This design comes from an exercise in tuning for small area and a short achievable clock period on the open sky130 flow, not from production work. Function was checked by simulation only, so behaviour that the tests miss may differ from the original. Power figures rest on the tool's default switching activity, not on a simulated workload.

==> job 4993 <==
// processing_element
module processing_element (
    input clk,
    input [31:0] PCin,
    input [31:0] instruction,
    input mem_ack,
    input data_Ready,
    input [31:0] AmuxIn,
    input [31:0] BmuxIn,
    input        reset,
    output [31:0] mem_address,
    output reg reg_select,
    output reg mem_read,
    output [4:0] rs1Out,
    output [4:0] rs2Out,
    output [4:0] rdOut,
    output reg rdWrite,
    output reg mem_write,
    output [31:0] result_out,
    output reg read_en,
    output reg [31:0] PCout,
    output reg execution_complete
);
clock: 70.0 ns
lec_check: 0
abc_area: 1
cap_margin: 20
core_margin: 2
core_utilization: 40
cts_buf_list: sky130_fd_sc_hd__clkbuf_4 sky130_fd_sc_hd__clkbuf_8
place_density: 0.6
slew_margin: 20
synth_hierarchical: 1
standard.sh (not shown) runs the stock make flow with config.mk's settings and CLKGATE_MAP_FILE= SYNTH_SCRIPT=/design/flow/synth_recipe.tcl, a recipe that flattens the netlist after the stock synthesis.
==> flow/flow/run.sh <==
#!/bin/bash
# The standard layout, with two changes to how it is made:
# - the input and output port buffers are the smallest buffer cell instead of
#   the one buffer_ports picks by itself;
# - ORFS's setup repair (after floorplan, CTS and global routing) works on
#   the paths whose slack is under 55 ns, so that it also shortens the worst
#   paths to and from the ports instead of stopping at 0 ns slack; it repairs
#   only the worst 50% of those endpoints.
set -euo pipefail
export BUFFER_PORTS_ARGS="-buffer_cell sky130_fd_sc_hd__buf_1"
export SETUP_SLACK_MARGIN=55
export TNS_END_PERCENT=50
bash standard.sh > standard.log 2>&1
==> job 4391: changes against job 4993 <==
--- a/flow/design.v
+++ b/flow/design.v
@@ -135,34 +135,32 @@
     wire        sraF = opSRA & ~B[31] & A[31];
     reg  [31:0] Arev;
     always @(*) for (k = 0; k < 32; k = k + 1) Arev[k] = A[31-k];
     wire [31:0] X = shR ? Arev : A;
     reg  [31:0] thermo;
     always @(*) for (k = 0; k < 32; k = k + 1) thermo[k] = big | (B[4:0] > k);
-    wire [31:0] xr = A ^ B;
-    wire [31:0] an = A & B;
-    wire        lx = opXOR | opOR;
-    wire        la = opAND | opOR;
-    wire [31:0] C = ({32{arith}} & (B ^ {32{sub}})) | ({32{sraF}} & thermo)
-                  | ({32{lx}} & xr) | ({32{la}} & an);
+    wire [31:0] C = ({32{arith}} & (B ^ {32{sub}})) | ({32{sraF}} & thermo);
     wire [31:0] P;
     mul32lo mul (.x(X), .y(Y), .c(C), .cin(sub), .p(P));
     reg  [31:0] Prev;
     always @(*) for (k = 0; k < 32; k = k + 1) Prev[k] = P[31-k];
     wire ltu = (A[31] != B[31]) ? B[31] : P[31];
     wire lt  = (A[31] != B[31]) ? A[31] : P[31];
     wire eq  = ~|P;
+    wire [31:0] xr = A ^ B;
+    wire [31:0] an = A & B;
     wire fb8  = opSB & A[7];
     wire fb16 = fb8 | (opSH & A[15]);
     wire [31:0] fill = {{16{fb16}}, {8{fb8}}, 8'b0};
     reg  [31:0] pmask;
     always @(*)
         for (k = 0; k < 32; k = k + 1)
-            pmask[k] = opMUL | opSLL | opW | opADD | opSUB | lx | la
+            pmask[k] = opMUL | opSLL | opW | opADD | opSUB
                      | ((opSB | opZB) & (k < 8)) | ((opSH | opZH) & (k < 16));
     assign y = (pmask & P) | ({32{shR}} & Prev) | fill
+             | ({32{opXOR | opOR}} & xr) | ({32{opAND | opOR}} & an)
              | {31'b0, (opEQ & eq) | (opSLTU & ltu) | (opSLT & lt)};
 endmodule
 module mul32lo (
     input  [31:0] x,
     input  [31:0] y,
     input  [31:0] c,
@@ -1050,34 +1048,24 @@
 );
     reg first;
     always @(posedge clk or posedge reset)
         if (reset) first <= 1'b1;
         else       first <= 1'b0;
     reg [31:7] ir;
-    reg [2:0] cls;
+    reg cLD, cIMM, cOP, cLUI, cST, cBR, cJAL;
     always @(posedge clk)
         if (first) begin
-            ir <= instruction[31:7];
-            case (instruction[6:0])
-                7'b0000011: cls <= 3'd1;
-                7'b0010011: cls <= 3'd2;
-                7'b0110011: cls <= 3'd3;
-                7'b0110111: cls <= 3'd4;
-                7'b0100011: cls <= 3'd5;
-                7'b1100011: cls <= 3'd6;
-                7'b1101111: cls <= 3'd7;
-                default:    cls <= 3'd0;
-            endcase
+            ir   <= instruction[31:7];
+            cLD  <= instruction[6:0] == 7'b0000011;
+            cIMM <= instruction[6:0] == 7'b0010011;
+            cOP  <= instruction[6:0] == 7'b0110011;
+            cLUI <= instruction[6:0] == 7'b0110111;
+            cST  <= instruction[6:0] == 7'b0100011;
+            cBR  <= instruction[6:0] == 7'b1100011;
+            cJAL <= instruction[6:0] == 7'b1101111;
         end
-    wire cLD  = cls == 3'd1;
-    wire cIMM = cls == 3'd2;
-    wire cOP  = cls == 3'd3;
-    wire cLUI = cls == 3'd4;
-    wire cST  = cls == 3'd5;
-    wire cBR  = cls == 3'd6;
-    wire cJAL = cls == 3'd7;
     wire [4:0] rd  = ir[11:7];
     wire [2:0] f3  = ir[14:12];
     wire [4:0] rs1 = ir[19:15];
     wire [4:0] rs2 = ir[24:20];
     wire [6:0] f7  = ir[31:25];
     wire shimm = (f3 == 3'b001) || (f3 == 3'b101);
==> flow/flow/run.sh (replaced) <==
#!/bin/bash
# The standard layout, with two changes to how it is made:
# - the input and output port buffers are the smallest buffer cell instead of
#   the one buffer_ports picks by itself;
# - ORFS's setup repair (after floorplan, CTS and global routing) works on
#   the paths whose slack is under 55 ns, so that it also shortens the worst
#   paths to and from the ports instead of stopping at 0 ns slack; it repairs
#   only the worst 20% of those endpoints.
set -euo pipefail
export BUFFER_PORTS_ARGS="-buffer_cell sky130_fd_sc_hd__buf_1"
export SETUP_SLACK_MARGIN=55
export TNS_END_PERCENT=20
bash standard.sh > standard.log 2>&1
==> job 9053: changes against job 4993 <==
==> flow/flow/run.sh (replaced) <==
#!/bin/bash
# The standard layout, with the input and output port buffers made of
# the smallest buffer cell instead of the one buffer_ports picks by itself.
set -euo pipefail
export BUFFER_PORTS_ARGS="-buffer_cell sky130_fd_sc_hd__buf_1"
bash standard.sh > standard.log 2>&1
==> flow_summary.yaml <==
routing:
  drtPass1Iterations: 6
power:
  swShare_pct: 36.0
  p_comb_mw: 0.0413
  clk-power_mw: 0.0722
  p_leak_nw: 14.0
  p_clk_share_pct: 31.9
logic_synthesis:
  syn_nets: 4055
floorplanning:
  die-area_sq_um: 65100
  core_area_sq_um: 62700
sta:
  period_minus_slack_ns: 15.82
place:
  gp_congestion: 0.998
status:
  outcome: "finished clean"
layout:
  clk_share_pct: 1.33
(the above is from job 9053)
==> flow_summary.yaml <==
sta:
  setup_viol: 0
  period_minus_slack_ns: 15.46
power:
  p_clk_share_pct: 32.5
  p_comb_mw: 0.0405
  swShare_pct: 34.1
  p_leak_nw: 14.1
routing:
  top_layer_used: "met5"
  met2WireLength_um: 47800
critical_path:
  crit_required_ns: 56.00
  r2r_cells: 39
  worstSetupStartpointType: "register"
status:
  outcome: "finished clean"
place:
  dpl.hpwl_um: 87800
clocking:
  h-tree-depth: 4
layout:
  clk_share_pct: 1.40
floorplanning:
  core_area_sq_um: 63200
logic_synthesis:
  syn_nets: 4034
(the above is from job 4391)
==> flow_summary.yaml <==
sta:
  finalWorstSetupSlack_ns: 54.54
  period_minus_slack_ns: 15.46
power:
  swShare_pct: 36.5
  p_comb_mw: 0.0432
  p_clk_share_pct: 34.1
  p_leak_nw: 14.6
  clk-power_mw: 0.0799
layout:
  clk_share_pct: 1.51
place:
  gp_congestion: 1.03
global_route:
  grt_use_met3_pct: 7.72
routing:
  drtPass1Iterations: 6
floorplanning:
  die-area_sq_um: 65100
  core_area_sq_um: 62700
status:
  outcome: "finished clean"
(the above is from job 4993)

[re-timing with driven ports]
In the flow no input, the clock included, has a driving cell. The finished layouts below were timed again as built, in two steps.
Step 1 assumes that a clkbuf_16 drives the clock port and a buf_2 every other input.
Step 2 moves the port delays by t, midway between the first and last clock arrival at a register: inputs arrive t later, outputs are due t later. That takes back most of the time a late clock gives input paths.
Slacks: ideal ports / drivers / drivers and shift; pairs: ideal ports / drivers.
| run | t, ns | setup WS [ns] | worst setup path at the end | latest minus earliest clock arrival (ns) | slew at the worst register clock pin (ns) |
|---|---|---|---|---|---|
| job 4993 | 0.559 | 54.539 / 54.492 / 54.587 | input to register | 0.026 / 0.027 | 0.12 / 0.12 |
| job 4391 | 0.564 | 54.541 / 54.494 / 54.367 | input to register | 0.021 / 0.021 | 0.11 / 0.11 |
| job 9053 | 0.536 | 54.177 / 54.131 / 54.312 | input to register | 0.023 / 0.023 | 0.11 / 0.11 |
After both steps setup and hold are still met in every run listed. The setup slack of job 4391, which loses most, moves by -0.047 ns with the drivers and by -0.174 ns with both steps.
